Source: an optimization exercise on an open RTL-to-GDS flow (aim: small area, a short achievable clock period and few clock cycles per item). Production flows keep margins and buffers that such runs may drop.
Only simulation tests tie the RTL to the original design; equivalence was not proved.
No activity file was given, so power comes from the tool's default toggle rates.

## sierra
==> flow/design.v <==
module APB_Slave_or8
(   input       [7:0] sel,
    input       [7:0] d,
    output            y
);
    assign y = |(sel & d);
endmodule
module APB_Slave_nor2
(   input       [1:0] a,
    output            y
);
    assign y = ~|a;
endmodule
module APB_Slave_nand2
(   input       [1:0] a,
    output            y
);
    assign y = ~&a;
endmodule
module APB_Slave_rdbit
(   input       [31:0] sel,
    input       [31:0] d,
    output             q
);
    wire  [3:0] p;                                               
    wire  [1:0] n;                                               
    genvar k;
    generate
        for (k = 0; k < 4; k = k + 1) begin : g8
            APB_Slave_or8 u (.sel(sel[8*k+7:8*k]), .d(d[8*k+7:8*k]), .y(p[k]));
        end
        for (k = 0; k < 2; k = k + 1) begin : g16
            APB_Slave_nor2 u (.a(p[2*k+1:2*k]), .y(n[k]));
        end
    endgenerate
    APB_Slave_nand2 u32 (.a(n), .y(q));
endmodule
module APB_Slave_dec
(   input        [3:0] lo_n,                                     
    input        [3:0] lo_wr_n,                                  
    input        [7:0] hi_n,                                     
    output      [31:0] rsel,
    output      [31:0] wsel
);
    genvar g;
    generate
        for (g = 0; g < 32; g = g + 1) begin : w
            assign rsel[g] = ~(lo_n[g % 4]    | hi_n[g / 4]);
            assign wsel[g] = ~(lo_wr_n[g % 4] | hi_n[g / 4]);
        end
    endgenerate
endmodule
module APB_Slave#( parameter DWIDTH = 32, AWIDTH = 5)
(   input                                      PCLK,             
    input                                   PRESETn,             
    input                                     PSELx,             
    input                                   PENABLE,             
    input                        [AWIDTH-1:0] PADDR,             
    input                                    PWRITE,             
    input                       [DWIDTH-1:0] PWDATA,             
    output reg                  [DWIDTH-1:0] PRDATA,             
    output                                   PREADY,             
    output                                   PSLVERR             
);
    localparam DEPTH = 2**AWIDTH;
    localparam LANES = 4;
    localparam LW    = DWIDTH / LANES;
    reg           [DWIDTH-1:0] mem_arr[DEPTH-1:0];
    wire          [DWIDTH-1:0] rd_word;
    wire                       wr = PSELx && PENABLE && PWRITE;
    reg                  [3:0] lo_n, lo_wr_n;                    
    reg                  [7:0] hi_n;                             
    integer                    k;
    always @(*) begin
        for (k = 0; k < 4; k = k + 1) begin
            lo_n[k]    = ~(PADDR[1:0] == k);
            lo_wr_n[k] = ~(wr && PADDR[1:0] == k);
        end
        for (k = 0; k < 8; k = k + 1)
            hi_n[k]    = ~(PADDR[4:2] == k);
    end
    genvar l, g, b;
    generate
        for (l = 0; l < LANES; l = l + 1) begin : lane
            wire [DEPTH-1:0] rsel;                               
            wire [DEPTH-1:0] wsel;                               
            APB_Slave_dec u_dec (.lo_n(lo_n), .lo_wr_n(lo_wr_n), .hi_n(hi_n), .rsel(rsel), .wsel(wsel));
            for (g = 0; g < DEPTH; g = g + 1) begin : word
                always @(posedge PCLK)
                    if (wsel[g])
                        mem_arr[g][l*LW +: LW] <= PWDATA[l*LW +: LW];
            end
            for (b = l*LW; b < (l+1)*LW; b = b + 1) begin : rd
                wire [DEPTH-1:0] column;
                for (g = 0; g < DEPTH; g = g + 1) begin : col
                    assign column[g] = mem_arr[g][b];
                end
                APB_Slave_rdbit u_bit (.sel(rsel), .d(column), .q(rd_word[b]));
            end
        end
    endgenerate
always @(posedge PCLK)
begin
    PRDATA <= rd_word;
end
    assign PREADY  = 1'b1;
    assign PSLVERR = 1'b0;
endmodule
Settings: LEC_CHECK=0, CAP_MARGIN=20, CORE_MARGIN=2, CORE_UTILIZATION=60, CTS_CLUSTER_DIAMETER=100, CTS_CLUSTER_SIZE=24, SETUP_SLACK_MARGIN=3.4, SLEW_MARGIN=20, SYNTH_HIERARCHICAL=1; clock period 5.5 ns.
run.sh (not shown) runs the stock make flow with config.mk's settings and CLKGATE_MAP_FILE= SYNTH_SCRIPT=/design/flow/synth_recipe.tcl, a recipe that flattens the netlist after the stock synthesis.
Testbench counts of sierra, summed over its fixed seeds: cycles 8,184, transfers 4,096.
> inputs changed (sierra -> maple)
# sierra
export LEC_CHECK = 0
export CAP_MARGIN = 20
export CORE_MARGIN = 2
export CORE_UTILIZATION = 60
export CTS_CLUSTER_DIAMETER = 100
export CTS_CLUSTER_SIZE = 24
export SETUP_SLACK_MARGIN = 3.4
export SLEW_MARGIN = 20
export SYNTH_HIERARCHICAL = 1
create_clock -name core_clock -period 5.5 [get_ports {PCLK}]
# maple
export LEC_CHECK = 0
export CAP_MARGIN = 20
export CORE_ASPECT_RATIO = 1.33
export CORE_MARGIN = 2
export CORE_UTILIZATION = 65
export CTS_CLUSTER_DIAMETER = 100
export CTS_CLUSTER_SIZE = 24
export SETUP_SLACK_MARGIN = 3.3
export SLEW_MARGIN = 20
export SYNTH_HIERARCHICAL = 1
create_clock -name core_clock -period 5.5 [get_ports {PCLK}]
Findings:
| wire length reported by the detailed router | maple vs sierra | worse |
Summary of the comparison: worst setup slack is lower in maple, relative to sierra.
Status | maple and sierra | clean
Compared to sierra, maple has final critical-path share of the clock period 0.98 points higher.
For yarrow, these inputs were changed with respect to maple:
# maple
export LEC_CHECK = 0
export CAP_MARGIN = 20
export CORE_ASPECT_RATIO = 1.33
export CORE_MARGIN = 2
export CORE_UTILIZATION = 65
export CTS_CLUSTER_DIAMETER = 100
export CTS_CLUSTER_SIZE = 24
export SETUP_SLACK_MARGIN = 3.3
export SLEW_MARGIN = 20
export SYNTH_HIERARCHICAL = 1
create_clock -name core_clock -period 5.5 [get_ports {PCLK}]
# yarrow
export LEC_CHECK = 0
export CAP_MARGIN = 0
export CORE_MARGIN = 2
export CORE_UTILIZATION = 65
export CTS_CLUSTER_DIAMETER = 100
export CTS_CLUSTER_SIZE = 24
export SETUP_SLACK_MARGIN = 3.3
export SLEW_MARGIN = 0
export SYNTH_HIERARCHICAL = 1
create_clock -name core_clock -period 5.5 [get_ports {PCLK}]
yarrow vs maple: non-clock buffer count up slightly. STATUS wire length of the first global-routing pass: yarrow wins against maple. yarrow ends up with a total power density per cell area that is 3.2 mW/mm^2 higher than in maple. Worst-path cell with the longest stage delay: nand2b_4 -> yarrow, bufbuf_16 -> maple. Setup slack | yarrow above maple. yarrow vs maple: number of rows created at floorplan down by more than 10%. Between maple and yarrow, the number of sequential cells in the layout figures differ only marginally. Layout-stage area growth over the synthesis result (higher): maple. On yarrow: initial core utilization is 0.32 points higher than what maple gave.
Relative to yarrow, the following input files were edited for onyx:
# yarrow
export LEC_CHECK = 0
export CAP_MARGIN = 0
export CORE_MARGIN = 2
export CORE_UTILIZATION = 65
export CTS_CLUSTER_DIAMETER = 100
export CTS_CLUSTER_SIZE = 24
export SETUP_SLACK_MARGIN = 3.3
export SLEW_MARGIN = 0
export SYNTH_HIERARCHICAL = 1
create_clock -name core_clock -period 5.5 [get_ports {PCLK}]
# onyx
export LEC_CHECK = 0
export CAP_MARGIN = 20
export CORE_MARGIN = 2
export CORE_UTILIZATION = 65
export CTS_CLUSTER_DIAMETER = 80
export CTS_CLUSTER_SIZE = 28
export SETUP_SLACK_MARGIN = 3.3
export SLEW_MARGIN = 20
export SYNTH_HIERARCHICAL = 1
create_clock -name core_clock -period 5.5 [get_ports {PCLK}]
--- outcome ---
Diff yarrow -> onyx: detailed-route wire length saw a decrease; fraction of area in non-clock buffers lost 0.43 points; worst-path maximum fanout increased by 8 relative to the old numbers; share of final-layout standard cells stronger than drive strength 1 comparable; worst hold margin up 4.3 ps. Highest metal layer used by the detailed router = met4: onyx; highest metal layer used by the detailed router = met5: yarrow. In the flow results for onyx and yarrow, the area added between synthesis and finish is larger on yarrow.

## port drivers added, routing unchanged
How much do the figures lean on ideal ports? The routed layouts below were timed once more, with nothing changed but the port constraints. Step 1: set_driving_cell puts a clkbuf_16 on PCLK and a buf_2 on each other input, an assumption about the parent block. Step 2 also shifts input and output timing later by t, the mid clock arrival at the registers, as if the neighbouring blocks saw the same clock. Slacks: ideal / step 1 / step 2; pairs: ideal / step 1.
| run | t, ns | setup slack, ns | worst setup path after step 2 | clock arrival spread, ns | pins driven straight from the clock port |
|---|---|---|---|---|---|
| sierra | 0.680 | 3.321 / 3.260 / 2.609 | input to register | 0.022 / 0.022 | 1 |
| maple | 0.683 | 3.268 / 3.262 / 2.620 | input to register | 0.022 / 0.022 | 1 |
| yarrow | 0.695 | 3.297 / 3.254 / 2.608 | input to register | 0.018 / 0.017 | 1 |
| onyx | 0.676 | 3.284 / 3.263 / 2.623 | input to register | 0.031 / 0.031 | 1 |
After both steps setup and hold are still met in every run listed. The setup slack of sierra, which loses most, moves by -0.061 ns with the drivers and by -0.712 ns with both steps.
